Context: an optimization exercise on an open-source flow, tuned for small area, a short achievable clock period and few clock cycles per item. The choices shown serve that exercise and are no tape-out recipe.
At most, simulation tests tie the RTL to the original design; equivalence was not proved.
The RTL of runs 2 and 3 was laid out without a check of its function.

==> flow/design.v, too long to show whole: its modules and the start of the top module <==
// module cordic_final: 1355 lines
// module cf_fa: 4 lines
// module cf_ha: 4 lines
module cordic_final (
    input  wire        clk,
    input  wire        rst_n,
    input  wire        start,
    input  wire [31:0] x_in,
    input  wire        func_select,
    output wire        busy,
    output reg         done,
    output wire [32:0] result
);
  // ...
==> flow/flow/run.sh <==
#!/bin/bash
set -euo pipefail
bash standard.sh SETUP_SLACK_MARGIN=8.2 finish > standard_flow.log 2>&1
==> flow/standard.sh <==
#!/bin/bash
# synth_recipe.tcl (not shown) runs the flow's synth.tcl, then flattens the netlist and writes it again
# the make line also repeats each setting of config.mk as NAME=value (left out here)
make -C /OpenROAD-flow-scripts/flow DESIGN_CONFIG=/design/flow/config.mk WORK_HOME=/design/flow/orfs CLKGATE_MAP_FILE= SYNTH_SCRIPT=/design/flow/synth_recipe.tcl "${@:-finish}"
==> flow/config.mk <==
export PLATFORM = sky130hd
export DESIGN_NAME = cordic_final
export DESIGN_NICKNAME = cordic_final
export VERILOG_FILES = /design/flow/design.v
export SDC_FILE = /design/flow/constraint.sdc
export NUM_CORES = 4
export LEC_CHECK = 0
export CAP_MARGIN = 20
export CORE_MARGIN = 2
export CORE_UTILIZATION = 40
export CTS_CLUSTER_DIAMETER = 80
export CTS_CLUSTER_SIZE = 28
export SLEW_MARGIN = 20
==> flow/constraint.sdc <==
create_clock -name core_clock -period 12.0 [get_ports {clk}]
set_input_delay 2.4000 -clock core_clock [delete_from_list [all_inputs] [get_ports {clk}]]
set_output_delay 2.4000 -clock core_clock [all_outputs]
set_load 0.01 [all_outputs]
==> impl_results.md, run 1 <==
* Drt wl/cell at 15.1 microns
* Status: complete, no violations
* Top Ports at 71
* WP data arrival at 1330 ps
* Met3 Use GR at 1.49%
* GRT Total Usage at 14.7%
* Placed cell area at 47200 sq um
* Count leader, synth: dfxtp_1
* CTS HTree Levels at 2
* Post-route DRC at 0
* Initial antenna violation count at 0
* Setup Fix Bufs, Post-CTS at 6
* FF-to-FF End: dq[5]
* ClkCell Share at 2.97%
* Fmax achieved at 268 MHz
* Commonest cells in the netlist: dfxtp_1, xnor2_1, ha_1
* CTS clock-pin slew for the worst setup and hold paths at 100 ps
* Area growth, synth to finish at 7.94%
* Chip Width at 341 microns
* Synth top area share at 37.4%
* Reg with most FFs: cma
* Non-Filler Instances at 5658
* Hold Path Class: flop to flop
* Met3 WL post-DR at 2670 microns
* Busiest grt layer: met2
* Tapcell count at 1500
Testbench counts, summed over its fixed seeds: cycles 2,176, items 2,048.
==> inputs of run 2 (changes only) <==
--- a/flow/design.v
+++ b/flow/design.v
@@ -51,21 +51,24 @@
     wire [4:0] d04 = {~sq, cq ^ {4{sq}}};
     wire [14:0] xt = (d04[4] ? (d04[3] ? (d04[2] ? (d04[1] ? (d04[0] ? 15'd26407 : 15'd24017) : (d04[0] ? 15'd24017 : 15'd22003)) : (d04[1] ? (d04[0] ? 15'd21989 : 15'd20323) : (d04[0] ? 15'd20323 : 15'd18977))) : (d04[2] ? (d04[1] ? (d04[0] ? 15'd18887 : 15'd17859) : (d04[0] ? 15'd17859 : 15'd17111)) : (d04[1] ? (d04[0] ? 15'd17105 : 15'd16627) : (d04[0] ? 15'd16628 : 15'd16412)))) : (d04[3] ? (d04[2] ? (d04[1] ? (d04[0] ? 15'd16409 : 15'd16627) : (d04[0] ? 15'd16626 : 15'd17106)) : (d04[1] ? (d04[0] ? 15'd17110 : 15'd17860) : (d04[0] ? 15'd17860 : 15'd18890))) : (d04[2] ? (d04[1] ? (d04[0] ? 15'd18974 : 15'd20322) : (d04[0] ? 15'd20322 : 15'd21990)) : (d04[1] ? (d04[0] ? 15'd22002 : 15'd24018) : (d04[0] ? 15'd24018 : 15'd26410)))));
     wire [15:0] yt = (d04[4] ? (d04[3] ? (d04[2] ? (d04[1] ? (d04[0] ? 16'd20701 : 16'd17551) : (d04[0] ? 16'd17552 : 16'd14676)) : (d04[1] ? (d04[0] ? 16'd14653 : 16'd12009) : (d04[0] ? 16'd12009 : 16'd9553))) : (d04[2] ? (d04[1] ? (d04[0] ? 16'd9377 : 16'd7081) : (d04[0] ? 16'd7081 : 16'd4897)) : (d04[1] ? (d04[0] ? 16'd4880 : 16'd2772) : (d04[0] ? 16'd2772 : 16'd708)))) : (d04[3] ? (d04[2] ? (d04[1] ? (d04[0] ? 16'd64828 : 16'd62764) : (d04[0] ? 16'd62764 : 16'd60656)) : (d04[1] ? (d04[0] ? 16'd60639 : 16'd58455) : (d04[0] ? 16'd58455 : 16'd56159))) : (d04[2] ? (d04[1] ? (d04[0] ? 16'd55983 : 16'd53527) : (d04[0] ? 16'd53527 : 16'd50883)) : (d04[1] ? (d04[0] ? 16'd50861 : 16'd47985) : (d04[0] ? 16'd47984 : 16'd44834)))));
     reg [10:0] dq;
     always @(posedge clk) dq <= dr;
     reg [14:0] xq;
     always @(posedge clk) xq <= xt;
     reg [15:0] yq;
-    always @(posedge clk) yq <= yt ^ {16{~dr[10]}};
+    always @(posedge clk) yq <= yt;
     wire [15:0] ysh5 = {{5{yq[15]}}, yq[15:5]};
     wire [15:0] xsh5 = {6'd0, xq[14:5]};
-    wire [15:0] xn6 = {1'b0, xq} + ysh5 + {15'd0, ~dq[10]};
-    wire [15:0] yn6 = (yq + xsh5) ^ {16{dq[10] ^ dq[9]}};
+    wire [15:0] yh5 = yq ^ {16{~dq[10]}};
+    wire [15:0] yhs5 = {{5{yh5[15]}}, yh5[15:5]};
+    wire [15:0] xn6 = {1'b0, xq} + yhs5 + {15'd0, ~dq[10]};
+    wire [15:0] yn6p = yq + (xsh5 ^ {16{~dq[10]}}) + {15'd0, ~dq[10]};
+    wire [15:0] yn6 = yn6p ^ {16{~dq[9]}};
     reg [14:0] xs6;
     always @(posedge clk) xs6 <= xn6[14:0];
     reg [15:0] ys6;
     always @(posedge clk) ys6 <= yn6;
     reg [10:0] dq_p4;
     always @(posedge clk) dq_p4 <= dq;
     wire [15:0] ysh6 = {{6{ys6[15]}}, ys6[15:6]};
     wire [15:0] xsh6 = {7'd0, xs6[14:6]};
@@ -918,19 +921,19 @@
     wire bt4 = (cf_p13[9] & ~cf_p13[8] & ~cf_p13[7]) | (~cf_p13[9] & cf_p13[8] & cf_p13[7]);
     wire bn4 = ~cf_p13[9];
     wire bo5 = cf_p13[10] ^ cf_p13[9];
     wire bt5 = (cf_p13[11] & ~cf_p13[10] & ~cf_p13[9]) | (~cf_p13[11] & cf_p13[10] & cf_p13[9]);
     wire bn5 = ~cf_p13[11];
     wire bo6 = cf_p13[12] ^ cf_p13[11];
     wire bt6 = (cf_p13[13] & ~cf_p13[12] & ~cf_p13[11]) | (~cf_p13[13] & cf_p13[12] & cf_p13[11]);
     wire bn6 = ~cf_p13[13];
-    wire bo7 = cf_p13[14] ^ cf_p13[13];
-    wire bt7 = (1'b0 & ~cf_p13[14] & ~cf_p13[13]) | (~1'b0 & cf_p13[14] & cf_p13[13]);
-    wire bn7 = ~1'b0;
+    wire bo7 = ~(cf_p13[14] ^ cf_p13[13]);    
+    wire bt7 = 1'b0;
+    wire bn7 = cf_p13[14] & cf_p13[13];
     reg [7:0] bone;
     always @(posedge clk) bone <= {bo7,bo6,bo5,bo4,bo3,bo2,bo1,bo0};
     reg [7:0] btwo;
     always @(posedge clk) btwo <= {bt7,bt6,bt5,bt4,bt3,bt2,bt1,bt0};
     reg [7:0] bneg;
     always @(posedge clk) bneg <= {bn7,bn6,bn5,bn4,bn3,bn2,bn1,bn0};
     wire mu_1 = (((bone[0] & ys16[0]) | (btwo[0] & 1'b0)) ^ bneg[0]);
     wire mu_2 = (((bone[0] & ys16[1]) | (btwo[0] & ys16[0])) ^ bneg[0]);
@@ -1071,280 +1074,247 @@
     wire mu_137 = (((bone[7] & ys16[10]) | (btwo[7] & ys16[9])) ^ bneg[7]);
     wire mu_138 = (((bone[7] & ys16[11]) | (btwo[7] & ys16[10])) ^ bneg[7]);
     wire mu_139 = (((bone[7] & ys16[12]) | (btwo[7] & ys16[11])) ^ bneg[7]);
     wire mu_140 = (((bone[7] & ys16[13]) | (btwo[7] & ys16[12])) ^ bneg[7]);
     wire mu_141 = (((bone[7] & ys16[14]) | (btwo[7] & ys16[13])) ^ bneg[7]);
     wire mu_142 = (((bone[7] & ys16[15]) | (btwo[7] & ys16[14])) ^ bneg[7]);
     wire mu_143 = (((bone[7] & ys16[15]) | (btwo[7] & ys16[15])) ^ bneg[7]);
     wire mu_144 = ~mu_143;
-    wire mu_145 = ~ys16[15];
-    wire mu_146 = ~fsr_p14;
-    wire mu_147 = mu_15 ^ mu_31;
-    wire mu_148 = mu_15 & mu_31;
-    wire mu_149 = mu_16 ^ mu_32;
-    wire mu_150 = mu_16 & mu_32;
-    wire mu_151s, mu_151c;
-    cf_fa u_mu_151 (.a(mu_18), .b(mu_33), .c(mu_49), .s(mu_151s), .co(mu_151c));
-    wire mu_152 = mu_34 ^ mu_50;
-    wire mu_153 = mu_34 & mu_50;
-    wire mu_154 = mu_11 ^ mu_27;
-    wire mu_155 = mu_11 & mu_27;
-    wire mu_156 = mu_12 ^ mu_28;
-    wire mu_157 = mu_12 & mu_28;
-    wire mu_158s, mu_158c;
-    cf_fa u_mu_158 (.a(mu_13), .b(mu_29), .c(mu_45), .s(mu_158s), .co(mu_158c));
-    wire mu_159 = mu_61 ^ mu_77;
-    wire mu_160 = mu_61 & mu_77;
+    wire mu_145 = ~fsr_p14;
+    wire mu_146 = mu_11 ^ mu_27;
+    wire mu_147 = mu_11 & mu_27;
+    wire mu_148 = mu_12 ^ mu_28;
+    wire mu_149 = mu_12 & mu_28;
+    wire mu_150s, mu_150c;
+    cf_fa u_mu_150 (.a(mu_13), .b(mu_29), .c(mu_45), .s(mu_150s), .co(mu_150c));
+    wire mu_151 = mu_61 ^ mu_77;
+    wire mu_152 = mu_61 & mu_77;
+    wire mu_153s, mu_153c;
+    cf_fa u_mu_153 (.a(mu_14), .b(mu_30), .c(mu_46), .s(mu_153s), .co(mu_153c));
+    wire mu_154 = mu_62 ^ mu_78;
+    wire mu_155 = mu_62 & mu_78;
+    wire mu_156s, mu_156c;
+    cf_fa u_mu_156 (.a(mu_15), .b(mu_31), .c(mu_47), .s(mu_156s), .co(mu_156c));
+    wire mu_157s, mu_157c;
+    cf_fa u_mu_157 (.a(mu_63), .b(mu_79), .c(mu_95), .s(mu_157s), .co(mu_157c));
+    wire mu_158 = mu_111 ^ mu_127;
+    wire mu_159 = mu_111 & mu_127;
+    wire mu_160s, mu_160c;
+    cf_fa u_mu_160 (.a(mu_16), .b(mu_32), .c(mu_48), .s(mu_160s), .co(mu_160c));
     wire mu_161s, mu_161c;
-    cf_fa u_mu_161 (.a(mu_14), .b(mu_30), .c(mu_46), .s(mu_161s), .co(mu_161c));
-    wire mu_162 = mu_62 ^ mu_78;
-    wire mu_163 = mu_62 & mu_78;
+    cf_fa u_mu_161 (.a(mu_64), .b(mu_80), .c(mu_96), .s(mu_161s), .co(mu_161c));
+    wire mu_162 = mu_112 ^ mu_128;
+    wire mu_163 = mu_112 & mu_128;
     wire mu_164s, mu_164c;
-    cf_fa u_mu_164 (.a(mu_147), .b(mu_47), .c(mu_63), .s(mu_164s), .co(mu_164c));
+    cf_fa u_mu_164 (.a(mu_18), .b(mu_33), .c(mu_49), .s(mu_164s), .co(mu_164c));
     wire mu_165s, mu_165c;
-    cf_fa u_mu_165 (.a(mu_79), .b(mu_95), .c(mu_111), .s(mu_165s), .co(mu_165c));
-    wire mu_166 = mu_127 ^ bneg[7];
-    wire mu_167 = mu_127 & bneg[7];
+    cf_fa u_mu_165 (.a(mu_65), .b(mu_81), .c(mu_97), .s(mu_165s), .co(mu_165c));
+    wire mu_166 = ~(mu_113 ^ mu_129);
+    wire mu_167 = mu_113 | mu_129;
     wire mu_168s, mu_168c;
-    cf_fa u_mu_168 (.a(mu_148), .b(mu_149), .c(mu_48), .s(mu_168s), .co(mu_168c));
+    cf_fa u_mu_168 (.a(mu_34), .b(mu_50), .c(mu_66), .s(mu_168s), .co(mu_168c));
     wire mu_169s, mu_169c;
-    cf_fa u_mu_169 (.a(mu_64), .b(mu_80), .c(mu_96), .s(mu_169s), .co(mu_169c));
-    wire mu_170s, mu_170c;
-    cf_fa u_mu_170 (.a(mu_112), .b(mu_128), .c(ys16[1]), .s(mu_170s), .co(mu_170c));
-    wire mu_171s, mu_171c;
-    cf_fa u_mu_171 (.a(mu_150), .b(mu_151s), .c(mu_65), .s(mu_171s), .co(mu_171c));
+    cf_fa u_mu_169 (.a(mu_82), .b(mu_98), .c(mu_114), .s(mu_169s), .co(mu_169c));
+    wire mu_170 = mu_130 ^ 1'b1;
+    wire mu_171 = mu_130 & 1'b1;
     wire mu_172s, mu_172c;
-    cf_fa u_mu_172 (.a(mu_81), .b(mu_97), .c(mu_113), .s(mu_172s), .co(mu_172c));
-    wire mu_173 = ~(mu_129 ^ ys16[2]);
-    wire mu_174 = mu_129 | ys16[2];
-    wire mu_175s, mu_175c;
-    cf_fa u_mu_175 (.a(mu_151c), .b(mu_152), .c(mu_66), .s(mu_175s), .co(mu_175c));
-    wire mu_176s, mu_176c;
-    cf_fa u_mu_176 (.a(mu_82), .b(mu_98), .c(mu_114), .s(mu_176s), .co(mu_176c));
-    wire mu_177 = ~(mu_130 ^ ys16[3]);
-    wire mu_178 = mu_130 | ys16[3];
-    wire mu_179s, mu_179c;
-    cf_fa u_mu_179 (.a(mu_153), .b(mu_36), .c(mu_51), .s(mu_179s), .co(mu_179c));
-    wire mu_180s, mu_180c;
-    cf_fa u_mu_180 (.a(mu_67), .b(mu_83), .c(mu_99), .s(mu_180s), .co(mu_180c));
-    wire mu_181s, mu_181c;
-    cf_fa u_mu_181 (.a(mu_115), .b(mu_131), .c(ys16[4]), .s(mu_181s), .co(mu_181c));
-    wire mu_182s, mu_182c;
-    cf_fa u_mu_182 (.a(mu_52), .b(mu_68), .c(mu_84), .s(mu_182s), .co(mu_182c));
-    wire mu_183s, mu_183c;
-    cf_fa u_mu_183 (.a(mu_100), .b(mu_116), .c(mu_132), .s(mu_183s), .co(mu_183c));
-    wire mu_184 = ys16[5] ^ 1'b1;
-    wire mu_185 = ys16[5] & 1'b1;
-    wire mu_186s, mu_186c;
-    cf_fa u_mu_186 (.a(mu_54), .b(mu_69), .c(mu_85), .s(mu_186s), .co(mu_186c));
+    cf_fa u_mu_172 (.a(mu_36), .b(mu_51), .c(mu_67), .s(mu_172s), .co(mu_172c));
+    wire mu_173s, mu_173c;
+    cf_fa u_mu_173 (.a(mu_83), .b(mu_99), .c(mu_115), .s(mu_173s), .co(mu_173c));
+    wire mu_174s, mu_174c;
+    cf_fa u_mu_174 (.a(mu_52), .b(mu_68), .c(mu_84), .s(mu_174s), .co(mu_174c));
+    wire mu_175 = mu_100 ^ mu_116;
+    wire mu_176 = mu_100 & mu_116;
+    wire mu_177s, mu_177c;
+    cf_fa u_mu_177 (.a(mu_54), .b(mu_69), .c(mu_85), .s(mu_177s), .co(mu_177c));
+    wire mu_178 = mu_70 ^ mu_86;
+    wire mu_179 = mu_70 & mu_86;
+    wire mu_180 = mu_7 ^ mu_23;
+    wire mu_181 = mu_7 & mu_23;
+    wire mu_182 = mu_8 ^ mu_24;
+    wire mu_183 = mu_8 & mu_24;
+    wire mu_184s, mu_184c;
+    cf_fa u_mu_184 (.a(mu_9), .b(mu_25), .c(mu_41), .s(mu_184s), .co(mu_184c));
+    wire mu_185 = mu_57 ^ mu_73;
+    wire mu_186 = mu_57 & mu_73;
     wire mu_187s, mu_187c;
-    cf_fa u_mu_187 (.a(mu_101), .b(mu_117), .c(mu_133), .s(mu_187s), .co(mu_187c));
-    wire mu_188s, mu_188c;
-    cf_fa u_mu_188 (.a(mu_70), .b(mu_86), .c(mu_102), .s(mu_188s), .co(mu_188c));
-    wire mu_189 = mu_118 ^ mu_134;
-    wire mu_190 = mu_118 & mu_134;
+    cf_fa u_mu_187 (.a(mu_10), .b(mu_26), .c(mu_42), .s(mu_187s), .co(mu_187c));
+    wire mu_188 = mu_58 ^ mu_74;
+    wire mu_189 = mu_58 & mu_74;
+    wire mu_190s, mu_190c;
+    cf_fa u_mu_190 (.a(mu_146), .b(mu_43), .c(mu_59), .s(mu_190s), .co(mu_190c));
     wire mu_191s, mu_191c;
-    cf_fa u_mu_191 (.a(mu_72), .b(mu_87), .c(mu_103), .s(mu_191s), .co(mu_191c));
-    wire mu_192 = mu_88 ^ mu_104;
-    wire mu_193 = mu_88 & mu_104;
-    wire mu_194 = mu_7 ^ mu_23;
-    wire mu_195 = mu_7 & mu_23;
-    wire mu_196 = mu_8 ^ mu_24;
-    wire mu_197 = mu_8 & mu_24;
+    cf_fa u_mu_191 (.a(mu_75), .b(mu_91), .c(bneg[5]), .s(mu_191s), .co(mu_191c));
+    wire mu_192s, mu_192c;
+    cf_fa u_mu_192 (.a(mu_147), .b(mu_148), .c(mu_44), .s(mu_192s), .co(mu_192c));
+    wire mu_193s, mu_193c;
+    cf_fa u_mu_193 (.a(mu_60), .b(mu_76), .c(mu_92), .s(mu_193s), .co(mu_193c));
+    wire mu_194s, mu_194c;
+    cf_fa u_mu_194 (.a(mu_149), .b(mu_150s), .c(mu_151), .s(mu_194s), .co(mu_194c));
+    wire mu_195s, mu_195c;
+    cf_fa u_mu_195 (.a(mu_93), .b(mu_109), .c(bneg[6]), .s(mu_195s), .co(mu_195c));
+    wire mu_196s, mu_196c;
+    cf_fa u_mu_196 (.a(mu_150c), .b(mu_152), .c(mu_153s), .s(mu_196s), .co(mu_196c));
+    wire mu_197s, mu_197c;
+    cf_fa u_mu_197 (.a(mu_154), .b(mu_94), .c(mu_110), .s(mu_197s), .co(mu_197c));
     wire mu_198s, mu_198c;
-    cf_fa u_mu_198 (.a(mu_9), .b(mu_25), .c(mu_41), .s(mu_198s), .co(mu_198c));
-    wire mu_199 = mu_57 ^ mu_73;
-    wire mu_200 = mu_57 & mu_73;
+    cf_fa u_mu_198 (.a(mu_153c), .b(mu_155), .c(mu_156s), .s(mu_198s), .co(mu_198c));
+    wire mu_199s, mu_199c;
+    cf_fa u_mu_199 (.a(mu_157s), .b(mu_158), .c(bneg[7]), .s(mu_199s), .co(mu_199c));
+    wire mu_200s, mu_200c;
+    cf_fa u_mu_200 (.a(mu_156c), .b(mu_157c), .c(mu_159), .s(mu_200s), .co(mu_200c));
     wire mu_201s, mu_201c;
-    cf_fa u_mu_201 (.a(mu_10), .b(mu_26), .c(mu_42), .s(mu_201s), .co(mu_201c));
-    wire mu_202 = mu_58 ^ mu_74;
-    wire mu_203 = mu_58 & mu_74;
+    cf_fa u_mu_201 (.a(mu_160s), .b(mu_161s), .c(mu_162), .s(mu_201s), .co(mu_201c));
+    wire mu_202s, mu_202c;
+    cf_fa u_mu_202 (.a(mu_160c), .b(mu_161c), .c(mu_163), .s(mu_202s), .co(mu_202c));
+    wire mu_203s, mu_203c;
+    cf_fa u_mu_203 (.a(mu_164s), .b(mu_165s), .c(mu_166), .s(mu_203s), .co(mu_203c));
     wire mu_204s, mu_204c;
-    cf_fa u_mu_204 (.a(mu_154), .b(mu_43), .c(mu_59), .s(mu_204s), .co(mu_204c));
+    cf_fa u_mu_204 (.a(mu_164c), .b(mu_165c), .c(mu_167), .s(mu_204s), .co(mu_204c));
     wire mu_205s, mu_205c;
-    cf_fa u_mu_205 (.a(mu_75), .b(mu_91), .c(bneg[5]), .s(mu_205s), .co(mu_205c));
+    cf_fa u_mu_205 (.a(mu_168s), .b(mu_169s), .c(mu_170), .s(mu_205s), .co(mu_205c));
     wire mu_206s, mu_206c;
-    cf_fa u_mu_206 (.a(mu_155), .b(mu_156), .c(mu_44), .s(mu_206s), .co(mu_206c));
+    cf_fa u_mu_206 (.a(mu_168c), .b(mu_169c), .c(mu_171), .s(mu_206s), .co(mu_206c));
     wire mu_207s, mu_207c;
-    cf_fa u_mu_207 (.a(mu_60), .b(mu_76), .c(mu_92), .s(mu_207s), .co(mu_207c));
+    cf_fa u_mu_207 (.a(mu_172s), .b(mu_173s), .c(mu_131), .s(mu_207s), .co(mu_207c));
     wire mu_208s, mu_208c;
-    cf_fa u_mu_208 (.a(mu_157), .b(mu_158s), .c(mu_159), .s(mu_208s), .co(mu_208c));
-    wire mu_209s, mu_209c;
-    cf_fa u_mu_209 (.a(mu_93), .b(mu_109), .c(bneg[6]), .s(mu_209s), .co(mu_209c));
-    wire mu_210s, mu_210c;
-    cf_fa u_mu_210 (.a(mu_158c), .b(mu_160), .c(mu_161s), .s(mu_210s), .co(mu_210c));
+    cf_fa u_mu_208 (.a(mu_172c), .b(mu_173c), .c(mu_174s), .s(mu_208s), .co(mu_208c));
+    wire mu_209 = ~(mu_175 ^ mu_132);
+    wire mu_210 = mu_175 | mu_132;
     wire mu_211s, mu_211c;
-    cf_fa u_mu_211 (.a(mu_162), .b(mu_94), .c(mu_110), .s(mu_211s), .co(mu_211c));
+    cf_fa u_mu_211 (.a(mu_174c), .b(mu_176), .c(mu_177s), .s(mu_211s), .co(mu_211c));
     wire mu_212s, mu_212c;
-    cf_fa u_mu_212 (.a(mu_161c), .b(mu_163), .c(mu_164s), .s(mu_212s), .co(mu_212c));
+    cf_fa u_mu_212 (.a(mu_101), .b(mu_117), .c(mu_133), .s(mu_212s), .co(mu_212c));
     wire mu_213s, mu_213c;
-    cf_fa u_mu_213 (.a(mu_165s), .b(mu_166), .c(ys16[0]), .s(mu_213s), .co(mu_213c));
-    wire mu_214s, mu_214c;
-    cf_fa u_mu_214 (.a(mu_164c), .b(mu_165c), .c(mu_167), .s(mu_214s), .co(mu_214c));
-    wire mu_215s, mu_215c;
-    cf_fa u_mu_215 (.a(mu_168s), .b(mu_169s), .c(mu_170s), .s(mu_215s), .co(mu_215c));
+    cf_fa u_mu_213 (.a(mu_177c), .b(mu_178), .c(mu_102), .s(mu_213s), .co(mu_213c));
+    wire mu_214 = ~(mu_118 ^ mu_134);
+    wire mu_215 = mu_118 | mu_134;
     wire mu_216s, mu_216c;
-    cf_fa u_mu_216 (.a(mu_168c), .b(mu_169c), .c(mu_170c), .s(mu_216s), .co(mu_216c));
+    cf_fa u_mu_216 (.a(mu_179), .b(mu_72), .c(mu_87), .s(mu_216s), .co(mu_216c));
     wire mu_217s, mu_217c;
-    cf_fa u_mu_217 (.a(mu_171s), .b(mu_172s), .c(mu_173), .s(mu_217s), .co(mu_217c));
+    cf_fa u_mu_217 (.a(mu_103), .b(mu_119), .c(mu_135), .s(mu_217s), .co(mu_217c));
     wire mu_218s, mu_218c;
-    cf_fa u_mu_218 (.a(mu_171c), .b(mu_172c), .c(mu_174), .s(mu_218s), .co(mu_218c));
-    wire mu_219s, mu_219c;
-    cf_fa u_mu_219 (.a(mu_175s), .b(mu_176s), .c(mu_177), .s(mu_219s), .co(mu_219c));
-    wire mu_220s, mu_220c;
-    cf_fa u_mu_220 (.a(mu_175c), .b(mu_176c), .c(mu_178), .s(mu_220s), .co(mu_220c));
+    cf_fa u_mu_218 (.a(mu_88), .b(mu_104), .c(mu_120), .s(mu_218s), .co(mu_218c));
+    wire mu_219 = mu_136 ^ 1'b1;
+    wire mu_220 = mu_136 & 1'b1;
     wire mu_221s, mu_221c;
-    cf_fa u_mu_221 (.a(mu_179s), .b(mu_180s), .c(mu_181s), .s(mu_221s), .co(mu_221c));
-    wire mu_222s, mu_222c;
-    cf_fa u_mu_222 (.a(mu_179c), .b(mu_180c), .c(mu_181c), .s(mu_222s), .co(mu_222c));
-    wire mu_223s, mu_223c;
-    cf_fa u_mu_223 (.a(mu_182s), .b(mu_183s), .c(mu_184), .s(mu_223s), .co(mu_223c));
-    wire mu_224s, mu_224c;
-    cf_fa u_mu_224 (.a(mu_182c), .b(mu_183c), .c(mu_185), .s(mu_224s), .co(mu_224c));
-    wire mu_225s, mu_225c;
-    cf_fa u_mu_225 (.a(mu_186s), .b(mu_187s), .c(ys16[6]), .s(mu_225s), .co(mu_225c));
-    wire mu_226s, mu_226c;
-    cf_fa u_mu_226 (.a(mu_186c), .b(mu_187c), .c(mu_188s), .s(mu_226s), .co(mu_226c));
-    wire mu_227 = ~(mu_189 ^ ys16[7]);
-    wire mu_228 = mu_189 | ys16[7];
+    cf_fa u_mu_221 (.a(mu_90), .b(mu_105), .c(mu_121), .s(mu_221s), .co(mu_221c));
+    wire mu_222 = mu_106 ^ mu_122;
+    wire mu_223 = mu_106 & mu_122;
+    wire mu_224 = mu_5 ^ mu_21;
+    wire mu_225 = mu_5 & mu_21;
+    wire mu_226 = mu_6 ^ mu_22;
+    wire mu_227 = mu_6 & mu_22;
+    wire mu_228s, mu_228c;
+    cf_fa u_mu_228 (.a(mu_180), .b(mu_39), .c(mu_55), .s(mu_228s), .co(mu_228c));
     wire mu_229s, mu_229c;
-    cf_fa u_mu_229 (.a(mu_188c), .b(mu_190), .c(mu_191s), .s(mu_229s), .co(mu_229c));
+    cf_fa u_mu_229 (.a(mu_181), .b(mu_182), .c(mu_40), .s(mu_229s), .co(mu_229c));
     wire mu_230s, mu_230c;
-    cf_fa u_mu_230 (.a(mu_119), .b(mu_135), .c(ys16[8]), .s(mu_230s), .co(mu_230c));
+    cf_fa u_mu_230 (.a(mu_183), .b(mu_184s), .c(mu_185), .s(mu_230s), .co(mu_230c));
     wire mu_231s, mu_231c;
-    cf_fa u_mu_231 (.a(mu_191c), .b(mu_192), .c(mu_120), .s(mu_231s), .co(mu_231c));
-    wire mu_232 = ~(mu_136 ^ ys16[9]);
-    wire mu_233 = mu_136 | ys16[9];
+    cf_fa u_mu_231 (.a(mu_184c), .b(mu_186), .c(mu_187s), .s(mu_231s), .co(mu_231c));
+    wire mu_232s, mu_232c;
+    cf_fa u_mu_232 (.a(mu_187c), .b(mu_189), .c(mu_190s), .s(mu_232s), .co(mu_232c));
+    wire mu_233s, mu_233c;
+    cf_fa u_mu_233 (.a(mu_190c), .b(mu_191c), .c(mu_192s), .s(mu_233s), .co(mu_233c));
     wire mu_234s, mu_234c;
-    cf_fa u_mu_234 (.a(mu_193), .b(mu_90), .c(mu_105), .s(mu_234s), .co(mu_234c));
+    cf_fa u_mu_234 (.a(mu_192c), .b(mu_193c), .c(mu_194s), .s(mu_234s), .co(mu_234c));
     wire mu_235s, mu_235c;
-    cf_fa u_mu_235 (.a(mu_121), .b(mu_137), .c(ys16[10]), .s(mu_235s), .co(mu_235c));
+    cf_fa u_mu_235 (.a(mu_194c), .b(mu_195c), .c(mu_196s), .s(mu_235s), .co(mu_235c));
     wire mu_236s, mu_236c;
-    cf_fa u_mu_236 (.a(mu_106), .b(mu_122), .c(mu_138), .s(mu_236s), .co(mu_236c));
-    wire mu_237 = ys16[11] ^ 1'b1;
-    wire mu_238 = ys16[11] & 1'b1;
+    cf_fa u_mu_236 (.a(mu_196c), .b(mu_197c), .c(mu_198s), .s(mu_236s), .co(mu_236c));
+    wire mu_237s, mu_237c;
+    cf_fa u_mu_237 (.a(mu_198c), .b(mu_199c), .c(mu_200s), .s(mu_237s), .co(mu_237c));
+    wire mu_238s, mu_238c;
+    cf_fa u_mu_238 (.a(mu_200c), .b(mu_201c), .c(mu_202s), .s(mu_238s), .co(mu_238c));
     wire mu_239s, mu_239c;
-    cf_fa u_mu_239 (.a(mu_108), .b(mu_123), .c(mu_139), .s(mu_239s), .co(mu_239c));
-    wire mu_240 = mu_124 ^ mu_140;
-    wire mu_241 = mu_124 & mu_140;
-    wire mu_242 = mu_126 ^ mu_141;
-    wire mu_243 = mu_126 & mu_141;
-    wire mu_244 = mu_5 ^ mu_21;
-    wire mu_245 = mu_5 & mu_21;
-    wire mu_246 = mu_6 ^ mu_22;
-    wire mu_247 = mu_6 & mu_22;
+    cf_fa u_mu_239 (.a(mu_202c), .b(mu_203c), .c(mu_204s), .s(mu_239s), .co(mu_239c));
+    wire mu_240s, mu_240c;
+    cf_fa u_mu_240 (.a(mu_204c), .b(mu_205c), .c(mu_206s), .s(mu_240s), .co(mu_240c));
+    wire mu_241s, mu_241c;
+    cf_fa u_mu_241 (.a(mu_206c), .b(mu_207c), .c(mu_208s), .s(mu_241s), .co(mu_241c));
+    wire mu_242s, mu_242c;
+    cf_fa u_mu_242 (.a(mu_208c), .b(mu_210), .c(mu_211s), .s(mu_242s), .co(mu_242c));
+    wire mu_243s, mu_243c;
+    cf_fa u_mu_243 (.a(mu_211c), .b(mu_212c), .c(mu_213s), .s(mu_243s), .co(mu_243c));
+    wire mu_244s, mu_244c;
+    cf_fa u_mu_244 (.a(mu_213c), .b(mu_215), .c(mu_216s), .s(mu_244s), .co(mu_244c));
+    wire mu_245s, mu_245c;
+    cf_fa u_mu_245 (.a(mu_216c), .b(mu_217c), .c(mu_218s), .s(mu_245s), .co(mu_245c));
+    wire mu_246s, mu_246c;
+    cf_fa u_mu_246 (.a(mu_218c), .b(mu_220), .c(mu_221s), .s(mu_246s), .co(mu_246c));
+    wire mu_247s, mu_247c;
+    cf_fa u_mu_247 (.a(mu_221c), .b(mu_222), .c(mu_138), .s(mu_247s), .co(mu_247c));
     wire mu_248s, mu_248c;
-    cf_fa u_mu_248 (.a(mu_194), .b(mu_39), .c(mu_55), .s(mu_248s), .co(mu_248c));
-    wire mu_249s, mu_249c;
-    cf_fa u_mu_249 (.a(mu_195), .b(mu_196), .c(mu_40), .s(mu_249s), .co(mu_249c));
-    wire mu_250s, mu_250c;
-    cf_fa u_mu_250 (.a(mu_197), .b(mu_198s), .c(mu_199), .s(mu_250s), .co(mu_250c));
-    wire mu_251s, mu_251c;
-    cf_fa u_mu_251 (.a(mu_198c), .b(mu_200), .c(mu_201s), .s(mu_251s), .co(mu_251c));
-    wire mu_252s, mu_252c;
-    cf_fa u_mu_252 (.a(mu_201c), .b(mu_203), .c(mu_204s), .s(mu_252s), .co(mu_252c));
-    wire mu_253s, mu_253c;
-    cf_fa u_mu_253 (.a(mu_204c), .b(mu_205c), .c(mu_206s), .s(mu_253s), .co(mu_253c));
-    wire mu_254s, mu_254c;
-    cf_fa u_mu_254 (.a(mu_206c), .b(mu_207c), .c(mu_208s), .s(mu_254s), .co(mu_254c));
-    wire mu_255s, mu_255c;
-    cf_fa u_mu_255 (.a(mu_208c), .b(mu_209c), .c(mu_210s), .s(mu_255s), .co(mu_255c));
-    wire mu_256s, mu_256c;
-    cf_fa u_mu_256 (.a(mu_210c), .b(mu_211c), .c(mu_212s), .s(mu_256s), .co(mu_256c));
+    cf_fa u_mu_248 (.a(mu_223), .b(mu_108), .c(mu_123), .s(mu_248s), .co(mu_248c));
+    wire mu_249 = mu_124 ^ mu_140;
+    wire mu_250 = mu_124 & mu_140;
+    wire mu_251 = mu_126 ^ mu_141;
+    wire mu_252 = mu_126 & mu_141;
+    wire mu_253 = mu_3 ^ mu_19;
+    wire mu_254 = mu_3 & mu_19;
+    wire mu_255 = mu_4 ^ mu_20;
+    wire mu_256 = mu_4 & mu_20;
     wire mu_257s, mu_257c;
-    cf_fa u_mu_257 (.a(mu_212c), .b(mu_213c), .c(mu_214s), .s(mu_257s), .co(mu_257c));
+    cf_fa u_mu_257 (.a(mu_224), .b(mu_37), .c(bneg[2]), .s(mu_257s), .co(mu_257c));
     wire mu_258s, mu_258c;
-    cf_fa u_mu_258 (.a(mu_214c), .b(mu_215c), .c(mu_216s), .s(mu_258s), .co(mu_258c));
+    cf_fa u_mu_258 (.a(mu_225), .b(mu_226), .c(mu_38), .s(mu_258s), .co(mu_258c));
     wire mu_259s, mu_259c;
-    cf_fa u_mu_259 (.a(mu_216c), .b(mu_217c), .c(mu_218s), .s(mu_259s), .co(mu_259c));
+    cf_fa u_mu_259 (.a(mu_227), .b(mu_228s), .c(bneg[3]), .s(mu_259s), .co(mu_259c));
     wire mu_260s, mu_260c;
-    cf_fa u_mu_260 (.a(mu_218c), .b(mu_219c), .c(mu_220s), .s(mu_260s), .co(mu_260c));
+    cf_fa u_mu_260 (.a(mu_228c), .b(mu_229s), .c(mu_56), .s(mu_260s), .co(mu_260c));
     wire mu_261s, mu_261c;
-    cf_fa u_mu_261 (.a(mu_220c), .b(mu_221c), .c(mu_222s), .s(mu_261s), .co(mu_261c));
+    cf_fa u_mu_261 (.a(mu_229c), .b(mu_230s), .c(bneg[4]), .s(mu_261s), .co(mu_261c));
     wire mu_262s, mu_262c;
-    cf_fa u_mu_262 (.a(mu_222c), .b(mu_223c), .c(mu_224s), .s(mu_262s), .co(mu_262c));
+    cf_fa u_mu_262 (.a(mu_230c), .b(mu_231s), .c(mu_188), .s(mu_262s), .co(mu_262c));
     wire mu_263s, mu_263c;
-    cf_fa u_mu_263 (.a(mu_224c), .b(mu_225c), .c(mu_226s), .s(mu_263s), .co(mu_263c));
+    cf_fa u_mu_263 (.a(mu_231c), .b(mu_232s), .c(mu_191s), .s(mu_263s), .co(mu_263c));
     wire mu_264s, mu_264c;
-    cf_fa u_mu_264 (.a(mu_226c), .b(mu_228), .c(mu_229s), .s(mu_264s), .co(mu_264c));
+    cf_fa u_mu_264 (.a(mu_232c), .b(mu_233s), .c(mu_193s), .s(mu_264s), .co(mu_264c));
     wire mu_265s, mu_265c;
-    cf_fa u_mu_265 (.a(mu_229c), .b(mu_230c), .c(mu_231s), .s(mu_265s), .co(mu_265c));
+    cf_fa u_mu_265 (.a(mu_233c), .b(mu_234s), .c(mu_195s), .s(mu_265s), .co(mu_265c));
     wire mu_266s, mu_266c;
-    cf_fa u_mu_266 (.a(mu_231c), .b(mu_233), .c(mu_234s), .s(mu_266s), .co(mu_266c));
+    cf_fa u_mu_266 (.a(mu_234c), .b(mu_235s), .c(mu_197s), .s(mu_266s), .co(mu_266c));
     wire mu_267s, mu_267c;
-    cf_fa u_mu_267 (.a(mu_234c), .b(mu_235c), .c(mu_236s), .s(mu_267s), .co(mu_267c));
+    cf_fa u_mu_267 (.a(mu_235c), .b(mu_236s), .c(mu_199s), .s(mu_267s), .co(mu_267c));
     wire mu_268s, mu_268c;
-    cf_fa u_mu_268 (.a(mu_236c), .b(mu_238), .c(mu_239s), .s(mu_268s), .co(mu_268c));
+    cf_fa u_mu_268 (.a(mu_236c), .b(mu_237s), .c(mu_201s), .s(mu_268s), .co(mu_268c));
     wire mu_269s, mu_269c;
-    cf_fa u_mu_269 (.a(mu_239c), .b(mu_240), .c(ys16[13]), .s(mu_269s), .co(mu_269c));
+    cf_fa u_mu_269 (.a(mu_237c), .b(mu_238s), .c(mu_203s), .s(mu_269s), .co(mu_269c));
     wire mu_270s, mu_270c;
-    cf_fa u_mu_270 (.a(mu_241), .b(mu_242), .c(ys16[14]), .s(mu_270s), .co(mu_270c));
-    wire mu_271 = mu_243 ^ mu_142;
-    wire mu_272 = mu_243 & mu_142;
-    wire mu_273 = mu_3 ^ mu_19;
-    wire mu_274 = mu_3 & mu_19;
-    wire mu_275 = mu_4 ^ mu_20;
-    wire mu_276 = mu_4 & mu_20;
+    cf_fa u_mu_270 (.a(mu_238c), .b(mu_239s), .c(mu_205s), .s(mu_270s), .co(mu_270c));
+    wire mu_271s, mu_271c;
+    cf_fa u_mu_271 (.a(mu_239c), .b(mu_240s), .c(mu_207s), .s(mu_271s), .co(mu_271c));
+    wire mu_272s, mu_272c;
+    cf_fa u_mu_272 (.a(mu_240c), .b(mu_241s), .c(mu_209), .s(mu_272s), .co(mu_272c));
+    wire mu_273s, mu_273c;
+    cf_fa u_mu_273 (.a(mu_241c), .b(mu_242s), .c(mu_212s), .s(mu_273s), .co(mu_273c));
+    wire mu_274s, mu_274c;
+    cf_fa u_mu_274 (.a(mu_242c), .b(mu_243s), .c(mu_214), .s(mu_274s), .co(mu_274c));
+    wire mu_275s, mu_275c;
+    cf_fa u_mu_275 (.a(mu_243c), .b(mu_244s), .c(mu_217s), .s(mu_275s), .co(mu_275c));
+    wire mu_276s, mu_276c;
+    cf_fa u_mu_276 (.a(mu_244c), .b(mu_245s), .c(mu_219), .s(mu_276s), .co(mu_276c));
     wire mu_277s, mu_277c;
-    cf_fa u_mu_277 (.a(mu_244), .b(mu_37), .c(bneg[2]), .s(mu_277s), .co(mu_277c));
-    wire mu_278s, mu_278c;
-    cf_fa u_mu_278 (.a(mu_245), .b(mu_246), .c(mu_38), .s(mu_278s), .co(mu_278c));
-    wire mu_279s, mu_279c;
-    cf_fa u_mu_279 (.a(mu_247), .b(mu_248s), .c(bneg[3]), .s(mu_279s), .co(mu_279c));
+    cf_fa u_mu_277 (.a(mu_245c), .b(mu_246s), .c(mu_137), .s(mu_277s), .co(mu_277c));
+    wire mu_278 = ~(mu_246c ^ mu_247s);
+    wire mu_279 = mu_246c | mu_247s;
     wire mu_280s, mu_280c;
-    cf_fa u_mu_280 (.a(mu_248c), .b(mu_249s), .c(mu_56), .s(mu_280s), .co(mu_280c));
-    wire mu_281s, mu_281c;
-    cf_fa u_mu_281 (.a(mu_249c), .b(mu_250s), .c(bneg[4]), .s(mu_281s), .co(mu_281c));
-    wire mu_282s, mu_282c;
-    cf_fa u_mu_282 (.a(mu_250c), .b(mu_251s), .c(mu_202), .s(mu_282s), .co(mu_282c));
+    cf_fa u_mu_280 (.a(mu_247c), .b(mu_248s), .c(mu_139), .s(mu_280s), .co(mu_280c));
+    wire mu_281 = ~(mu_248c ^ mu_249);
+    wire mu_282 = mu_248c | mu_249;
     wire mu_283s, mu_283c;
-    cf_fa u_mu_283 (.a(mu_251c), .b(mu_252s), .c(mu_205s), .s(mu_283s), .co(mu_283c));
-    wire mu_284s, mu_284c;
-    cf_fa u_mu_284 (.a(mu_252c), .b(mu_253s), .c(mu_207s), .s(mu_284s), .co(mu_284c));
-    wire mu_285s, mu_285c;
-    cf_fa u_mu_285 (.a(mu_253c), .b(mu_254s), .c(mu_209s), .s(mu_285s), .co(mu_285c));
-    wire mu_286s, mu_286c;
-    cf_fa u_mu_286 (.a(mu_254c), .b(mu_255s), .c(mu_211s), .s(mu_286s), .co(mu_286c));
-    wire mu_287s, mu_287c;
-    cf_fa u_mu_287 (.a(mu_255c), .b(mu_256s), .c(mu_213s), .s(mu_287s), .co(mu_287c));
-    wire mu_288s, mu_288c;
-    cf_fa u_mu_288 (.a(mu_256c), .b(mu_257s), .c(mu_215s), .s(mu_288s), .co(mu_288c));
-    wire mu_289s, mu_289c;
-    cf_fa u_mu_289 (.a(mu_257c), .b(mu_258s), .c(mu_217s), .s(mu_289s), .co(mu_289c));
-    wire mu_290s, mu_290c;
-    cf_fa u_mu_290 (.a(mu_258c), .b(mu_259s), .c(mu_219s), .s(mu_290s), .co(mu_290c));
-    wire mu_291s, mu_291c;
-    cf_fa u_mu_291 (.a(mu_259c), .b(mu_260s), .c(mu_221s), .s(mu_291s), .co(mu_291c));
-    wire mu_292s, mu_292c;
-    cf_fa u_mu_292 (.a(mu_260c), .b(mu_261s), .c(mu_223s), .s(mu_292s), .co(mu_292c));
-    wire mu_293s, mu_293c;
-    cf_fa u_mu_293 (.a(mu_261c), .b(mu_262s), .c(mu_225s), .s(mu_293s), .co(mu_293c));
-    wire mu_294s, mu_294c;
-    cf_fa u_mu_294 (.a(mu_262c), .b(mu_263s), .c(mu_227), .s(mu_294s), .co(mu_294c));
-    wire mu_295s, mu_295c;
-    cf_fa u_mu_295 (.a(mu_263c), .b(mu_264s), .c(mu_230s), .s(mu_295s), .co(mu_295c));
-    wire mu_296s, mu_296c;
-    cf_fa u_mu_296 (.a(mu_264c), .b(mu_265s), .c(mu_232), .s(mu_296s), .co(mu_296c));
-    wire mu_297s, mu_297c;
-    cf_fa u_mu_297 (.a(mu_265c), .b(mu_266s), .c(mu_235s), .s(mu_297s), .co(mu_297c));
-    wire mu_298s, mu_298c;
-    cf_fa u_mu_298 (.a(mu_266c), .b(mu_267s), .c(mu_237), .s(mu_298s), .co(mu_298c));
-    wire mu_299s, mu_299c;
-    cf_fa u_mu_299 (.a(mu_267c), .b(mu_268s), .c(ys16[12]), .s(mu_299s), .co(mu_299c));
-    wire mu_300 = ~(mu_268c ^ mu_269s);
-    wire mu_301 = mu_268c | mu_269s;
-    wire mu_302s, mu_302c;
-    cf_fa u_mu_302 (.a(mu_269c), .b(mu_270s), .c(mu_146), .s(mu_302s), .co(mu_302c));
-    wire mu_303s, mu_303c;
-    cf_fa u_mu_303 (.a(mu_270c), .b(mu_271), .c(mu_145), .s(mu_303s), .co(mu_303c));
+    cf_fa u_mu_283 (.a(mu_250), .b(mu_251), .c(mu_145), .s(mu_283s), .co(mu_283c));
+    wire mu_284 = ~(mu_252 ^ mu_142);
+    wire mu_285 = mu_252 | mu_142;
     reg [29:0] mra;
-    always @(posedge clk) mra <= {mu_302c, mu_301, mu_299c, mu_298c, mu_297c, mu_296c, mu_295c, mu_294c, mu_293c, mu_292c, mu_291c, mu_290c, mu_289c, mu_288c, mu_287c, mu_286c, mu_285c, mu_284c, mu_283c, mu_282c, mu_281c, mu_280c, mu_279c, mu_278c, mu_277c, mu_276, mu_274, mu_273, mu_2, mu_1};
+    always @(posedge clk) mra <= {mu_283c, mu_282, mu_280c, mu_279, mu_277c, mu_276c, mu_275c, mu_274c, mu_273c, mu_272c, mu_271c, mu_270c, mu_269c, mu_268c, mu_267c, mu_266c, mu_265c, mu_264c, mu_263c, mu_262c, mu_261c, mu_260c, mu_259c, mu_258c, mu_257c, mu_256, mu_254, mu_253, mu_2, mu_1};
     reg [29:0] mrb;
-    always @(posedge clk) mrb <= {mu_303s, mu_302s, mu_300, mu_299s, mu_298s, mu_297s, mu_296s, mu_295s, mu_294s, mu_293s, mu_292s, mu_291s, mu_290s, mu_289s, mu_288s, mu_287s, mu_286s, mu_285s, mu_284s, mu_283s, mu_282s, mu_281s, mu_280s, mu_279s, mu_278s, mu_277s, mu_275, bneg[1], 1'b0, bneg[0]};
+    always @(posedge clk) mrb <= {mu_284, mu_283s, mu_281, mu_280s, mu_278, mu_277s, mu_276s, mu_275s, mu_274s, mu_273s, mu_272s, mu_271s, mu_270s, mu_269s, mu_268s, mu_267s, mu_266s, mu_265s, mu_264s, mu_263s, mu_262s, mu_261s, mu_260s, mu_259s, mu_258s, mu_257s, mu_255, bneg[1], 1'b0, bneg[0]};
     reg [0:0] fsr_p15;
     always @(posedge clk) fsr_p15 <= fsr_p14;
     wire [29:0] fp = mra + mrb;
     wire [14:0] rr = fsr_p15 ? fp[28:14] : fp[29:15];
     reg [14:0] res;
     always @(posedge clk) res <= rr;
     assign result = {{18{res[14]}}, res};
     reg [14:0] vld;
==> flow/flow/run.sh (replaced) <==
#!/bin/bash
set -euo pipefail
bash standard.sh SETUP_SLACK_MARGIN=8.5 finish > standard_flow.log 2>&1
==> run 2 against run 1 <==
- non-clock buffer count grew 10
- sequential share of layout area shrank 0.31 points
- still clean
- largest cell class unchanged
- die area grew 0.10%
- first-iteration DRC count shrank 5.1%
- sequential cell count is the same
- via count grew 0.33%
==> impl_results.md, run 2 <==
* Synth area leaders: dfxtp_1, fa_1, ha_1, xnor2_1, xor2_1
* CP Launch Type: flop
* Initial antenna violation count at 4 (+4)
* CTS tree: yes
* Distinct cell type count after synthesis at 79
* Mapped Cells at 4221
* Post-synth EDFFs at 0
* Cell taking the most area after synthesis: dfxtp_1
* Worst Reg-to-Reg Cells at 16
* GRT overflow at 0
* DRT antenna net count at 0
* Critical setup path kind: flop to output port
* Core Rows at 123
* Skew-Pair Late Insertion Delay at 630 ps
* Crit. End Element: output port
* WP data arrival at 1230 ps (-100 ps)
* Largest net degree at the start of global routing at 61
* Reg2reg start: cq[0]
* CTS clock-pin slew for the worst setup and hold paths at 100 ps (about the same)
* CTS Hold Bufs at 0
* Top Ports at 71 (unchanged)
* Final Max Tran Viols at 0
* Area growth, synth to finish at 8.91%
* Crit path largest cell delay at 360 ps
* Commonest non-fill, non-tap cell in the layout: dfxtp_1
* DRT Pass-1 Iters at 5
* CP bufs+invs at 2
* Max_cap viols at 0
* Status: complete, no violations
* Filler cell count in the final layout at 10600
* Count of final setup violators at 0
* Worst Path Required at 9600 ps
* FF-to-FF End: dq[0]
* Ys Warns at 1
* Max clock buf depth at 3
* Nets at 4934
* Most frequent cells in the layout: dfxtp_1, xnor2_1, ha_1
* Die Ht at 341 microns
* Via count at 27900
* Port bufs at 53
* CTS HTree Levels at 2 (unchanged)
* TritonCTS buffer count at 44
* Reg2reg setup slack at 8590 ps
* Crit path cell chain: buf_12, buf_6
* First-pass GRT wire length at 143000 microns
* Largest registers: cma (35), cmb (34), Sr (31)
* Hold EP: dq_p5[6]
* Synth top area share at 37.4% (-0.038 points)
* Minimum clock period at 3630 ps
* Async set or reset register ratio after synthesis at 1.85%
* GRT Total Usage at 14.8% (+0.11 points)
* Fmax achieved at 275 MHz (+2.8%)
* Clk_skew at 23.5 ps
* Post-route DRC at 0 (unchanged)
* Delay-heaviest family, CP: flip-flops
* Post-synthesis register bit count at 863
* Chip Width at 341 microns (about the same)
* Commonest cells in the netlist: dfxtp_1, xnor2_1, ha_1
* Layout cells sized above 1 at 6.34%
* RePlAce Congestion at 0.853
* DPL Wire Length at 65100 microns
* Core area at 112000 sq um
* Drt wl/cell at 15.0 microns (-0.58%)
* Count leader, synth: dfxtp_1
* Reg with most FFs: cma
* Die area at 116000 sq um
* Avg Synthesized Cell Area at 10.7 sq um
* Register area share after synthesis at 38.3%
* Initial core utilization at 40.3%
* Unrepaired setup endpoints after global routing: yes
* Tightest Pin Transition at 1030 ps
* Rel. slew slack at 31.1%
* Hold Path Stages at 0
* Root Buffer: clkbuf_16
* Final Cycle Share at 30.3%
* Largest register FFs at 35
* Vias in the first global route at 28200
* Clock sinks at 863
* Max FO, Critical Path at 10
* Top_reg_cell synth: dfxtp_1
* DRC violation total after the first TritonRoute iteration at 1395
* Avg Vias per Cell at 4.88
* Hold Path Class: flop to flop
* Cell with the largest stage delay on the worst path: dfxtp_4
* Total negative slack at 0 ps
* Synthesized Nets at 4965
* Final hold violation count at 0
* Min-delay src: dq_p4[6]
* Netlist Area Pre-Place at 45400 sq um
* Aggregate routed wire length at 85700 microns
* WHS at 324 ps
## run 2: cell count changes in the layout (fill, tap and decap cells not counted), sizes merged, moves of 9 or more
cell and change:
xnor2 +13, fa -17, a31oi -15, clkdlybuf4s15 -16, dlygate4sd2 -15, nor2 +25
buf +40, a22oi -13, nand2 +25, xor2 +9, a211oi -12, o21a +11
## run 2: routing by layer
layer	share of wire (%)	GRT usage (%)
met3	4.4	2.17
met4	2.8	4.95
met5	0	0
met1	46	19.8
met2	46	24.5
## run 2: layout make-up
type	count	area, sq um	share of cell area (%)
Multi-Input combinational cell	3000	27100	54.8
Sequential cell	863	17400	35.2
Tap cell	1500	1880	3.80
Clock buffer	50	1180	2.40
Timing Repair Buffer	81	826	1.67
Inverter	200	759	1.54
Clock inverter	20	305	0.618
Antenna cell	3	7.51	0.0152
## run 2: modules after synthesis, one instance, submodules excluded
module	flip-flops and latches	copies in the design
cordic_final	863	1
cf_fa	0	293
## run 2: how the worst max path moves through the flow
stage,from,endpoint,depth (start not counted)
3_5_place_dp,cq[3],dq[5],14
6_report,res[14],result[24],2
2_1_floorplan,z0r[15],sqb[16],8
3_3_place_gp,cq[3],dq[2],14
4_1_cts,res[14],result[24],2
5_1_grt,res[14],result[24],2
## run 2: kinds of logic (layout without fill, tap and decap cells)
logic type	Yosys count	in the layout	share of synthesized area (%)
flip-flops	863	863	38.3
buffers and inverters	359	351	3.14
other	1	4	0.00826
adder cells (fa/ha/maj)	708	708	24.8
multiplexers	27	27	0.670
AO/OA/AOI/OAI	739	739	11.0
AND/OR/NAND/NOR	826	827	8.61
XOR/XNOR	698	698	13.5
## run 2: repair_timing
item                       CTS  global route
hold endpoints to repair     0             0
cloned                       1             4
setup buffers                5             8
pin swaps                    7            17
gates resized for setup    204            58
setup endpoints to repair   67            72
## run 2: per-stage QoR
step | setup WS [ps] | instance area, sq um | util [%] | cells
6_report | 8370 | 49400 | 43.9 | 5717
3_5_place_dp | 7780 | 47200 | 42.0 | 5623
2_1_floorplan | 8500 | 45400 | - | 4221
3_3_place_gp | 7760 | 47200 | 42.0 | 5623
5_1_grt | 8300 | 49400 | 43.9 | 5717
4_1_cts | 8300 | 48900 | 43.4 | 5699
==> inputs of run 3 (changes only) <==
==> flow/flow/run.sh (replaced) <==
#!/bin/bash
set -euo pipefail
bash standard.sh SETUP_SLACK_MARGIN=8.2 finish > standard_flow.log 2>&1
==> run 3 against run 2 <==
- still clean on timing, DRC and antenna
- design area shrank 0.78%
- setup slack lost 96 ps
- synthesized cell count is the same
- critical endpoint is now result[27]
- highest routed layer unchanged
==> impl_results.md, run 3 <==
* Placed cell area at 47200 sq um (about the same)
* Avg Vias per Cell at 4.89 (+0.21%)
* Top_reg_cell synth: dfxtp_1
* Crit. End Element: output port
* Max_cap viols at 0 (unchanged)
* Area growth, synth to finish at 8.06%
* Final Max Tran Viols at 0 (unchanged)
* Top Layer Used: met4
* Die Ht at 341 microns (unchanged)
* Aggregate routed wire length at 85300 microns (-0.51%)
* Tightest Pin Transition at 1120 ps (+90.0 ps)
* Via count at 27900 (+0.021%)
* Max clock buf depth at 3 (unchanged)
* Core Rows at 123 (unchanged)
* Layout cells sized above 1 at 4.90% (-1.4 points)
* GRT overflow at 0 (unchanged)
* Post-route DRC at 0 (unchanged)
* Hold Path Class: flop to flop
* Unrepaired setup endpoints after global routing: no
* Ys Warns at 1 (unchanged)
* Commonest cells in the netlist: dfxtp_1, xnor2_1, ha_1
* Mapped Cells at 4221 (unchanged)
* Skew-Pair Late Insertion Delay at 640 ps (about the same)
* RePlAce Congestion at 0.846 (-0.79%)
* WL met1 at 40300 microns (+1.1%)
* Die area at 116000 sq um (unchanged)
* Cell area after layout at 49000 sq um (-0.78%)
* Worst Path Required at 9600 ps (about the same)
* Largest net degree at the start of global routing at 61 (unchanged)
* Multi-input gate area at 26900 sq um (-0.74%)
* CTS HTree Levels at 2 (unchanged)
* WP data arrival at 1330 ps (+100 ps)
* Count of final setup violators at 0 (unchanged)
* Largest registers: cma (35), cmb (34), Sr (31)
* DRT Pass-1 Iters at 5 (unchanged)
* Synth top area share at 37.4% (unchanged)
* Synthesized Nets at 4965 (unchanged)
* Root Buffer: clkbuf_16
* Max FO, Critical Path at 10 (unchanged)
* Synth area leaders: dfxtp_1, fa_1, ha_1, xnor2_1, xor2_1
* Status: complete, no violations
* Async set or reset register ratio after synthesis at 1.85% (unchanged)
* Minimum clock period at 3730 ps (+96.0 ps)
* Final hold violation count at 0 (unchanged)
* CTS clock-pin slew for the worst setup and hold paths at 100 ps (about the same)
* Critical setup path kind: flop to output port
* Register area share after synthesis at 38.3% (unchanged)
* GRT Total Usage at 14.7% (-0.056 points)
* Chip Width at 341 microns (unchanged)
* Final core utilization at 43.6% (-0.34 points)
* Commonest non-fill, non-tap cell in the layout: dfxtp_1
* Top Ports at 71 (unchanged)
* Initial core utilization at 40.3% (unchanged)
* Fmax achieved at 268 MHz (-2.6%)
* CTS Hold Bufs at 0 (unchanged)
* Core area at 112000 sq um (unchanged)
* Non-Filler Instances at 5706 (-0.19%)
* DRT antenna net count at 0 (unchanged)
* Initial antenna violation count at 3 (-1)
* Register area at 17400 sq um (-0.18%)
* Largest register FFs at 35 (unchanged)
* Avg Synthesized Cell Area at 10.7 sq um (unchanged)
* Met2 WL at 39500 microns (-0.53%)
* Clk_skew at 30.1 ps (+6.57 ps)
* Rel. slew slack at 25.0% (-6.0 points)
* Port bufs at 53 (unchanged)
* Reg with most FFs: cma
* Count leader, synth: dfxtp_1
* Nets at 4920 (-0.28%)
* Netlist Area Pre-Place at 45400 sq um (unchanged)
* Vias in the first global route at 28100 (-0.24%)
* DPL Wire Length at 64900 microns (-0.35%)
* Number of cells after detailed placement at 5620 (-0.053%)
* Most frequent cells in the layout: dfxtp_1, xnor2_1, ha_1
* CP Launch Type: flop
* Distinct cell type count after synthesis at 79 (unchanged)
* Final Cycle Share at 31.1% (+0.80 points)
* Drt wl/cell at 14.9 microns (-0.32%)
* DRC violation total after the first TritonRoute iteration at 1475 (+5.7%)
* Post-synthesis register bit count at 863 (unchanged)
* Cell taking the most area after synthesis: dfxtp_1
* Total negative slack at 0 ps (unchanged)
* CTS tree: yes
* Filler cell count in the final layout at 10700 (+0.86%)
* Met3 WL post-DR at 3230 microns (-14%)
* TritonCTS buffer count at 46 (+4.5%)
* First-pass GRT wire length at 143000 microns (-0.13%)
* Clock sinks at 863 (unchanged)
* Post-synth EDFFs at 0 (unchanged)
==> run 3: cell counts after synthesis <==
Identical to the previous run, type by type.
==> run 3: critical path, cell delays in order (launching register included) <==
cell and delay, ps:
dfxtp_4 360, buf_12 130, clkdlybuf4s15_2 220
==> run 3: Yosys stat by module (local to each module, per instance) <==
module	cells	times used	cell area, sq um
cf_fa	1	293	20.0
cordic_final	3928	1	39500
==> run 3: kinds of logic (layout without fill, tap and decap cells) <==
family	Yosys count	in the layout	share of synthesized area (%)
multiplexers	27	27	0.670
flip-flops	863	863	38.3
other	1	4	0.00826
adder cells (fa/ha/maj)	708	708	24.8
AO/OA/AOI/OAI	739	739	11.0
AND/OR/NAND/NOR	826	827	8.61
buffers and inverters	359	340	3.14
XOR/XNOR	698	698	13.5
==> run 3: final timing paths <==
check	start	slack, ps	depth (start not counted)	to
setup / recovery	res[14]	8270	2	result[27]
hold / removal	fsr_p4	330	0	fsr_p5
setup reg to reg	cq[1]	8360	16	dq[5]
hold reg to reg	fsr_p4	330	0	fsr_p5
max in group asynchronous	rst_n	9380	1	vld[2]
min in group asynchronous	rst_n	2190	1	done
==> run 3: routing by layer <==
layer  global-route usage, %  vias to the layer above
met3                    1.95                      123
met4                    4.38                        0
met1                    19.7                    13200
met5                       0                        -
li1                        -                    14200
met2                    24.9                      453
==> run 3: layout make-up <==
type | instances | area share, %
inverters | 200 | 1.55
clock inverters | 25 | 0.809
repair buffers | 65 | 1.14
flip-flops and latches | 863 | 35.4
well taps | 1500 | 3.83
multi-input cells | 3000 | 54.8
diodes | 3 | 0.0153
clock buffers | 50 | 2.46
==> run 3: stage by stage <==
step	hold WS (ps)	worst slack, ps
global placement	310	7710
floorplan	310	8330
global route	327	8160
finish	329	8270
detailed placement	312	7700
CTS	317	8140
==> run 3: what timing repair did <==
action	4_1_cts	5_1_grt
gates cloned	0	1
pin swaps	0	5
setup buffers	3	4
setup endpoints to repair	45	41
gates resized for setup	90	51

afterwards: timing with drivers on the ports:
The results above use ideal ports. As a check the final layouts listed here were re-extracted and re-timed, cells and wires unchanged. Step 1 sets driving cells, clkbuf_16 on the clock port and buf_2 on the other inputs (assumed; they add their load-dependent delay and slew). Step 2 moves the port delays by t, midway between the first and last clock arrival at a register: inputs arrive t later, outputs are due t later. That takes back most of the time a late clock gives input paths. a / b / c = no drivers / after step 1 / after step 2; a / b = the first two.
| run | t, ns | setup slack, ns | slew at the worst register clock pin (ns) |
|---|---|---|---|
| run 1 | 0.672 | 8.265 / 8.204 / 8.171 | 0.10 / 0.10 |
| run 2 | 0.689 | 8.368 / 8.300 / 8.212 | 0.10 / 0.10 |
| run 3 | 0.690 | 8.272 / 8.208 / 8.186 | 0.10 / 0.10 |
After both steps setup and hold are still met in every run listed. The setup slack of run 2, which loses most, moves by -0.068 ns with the drivers and by -0.156 ns with both steps.
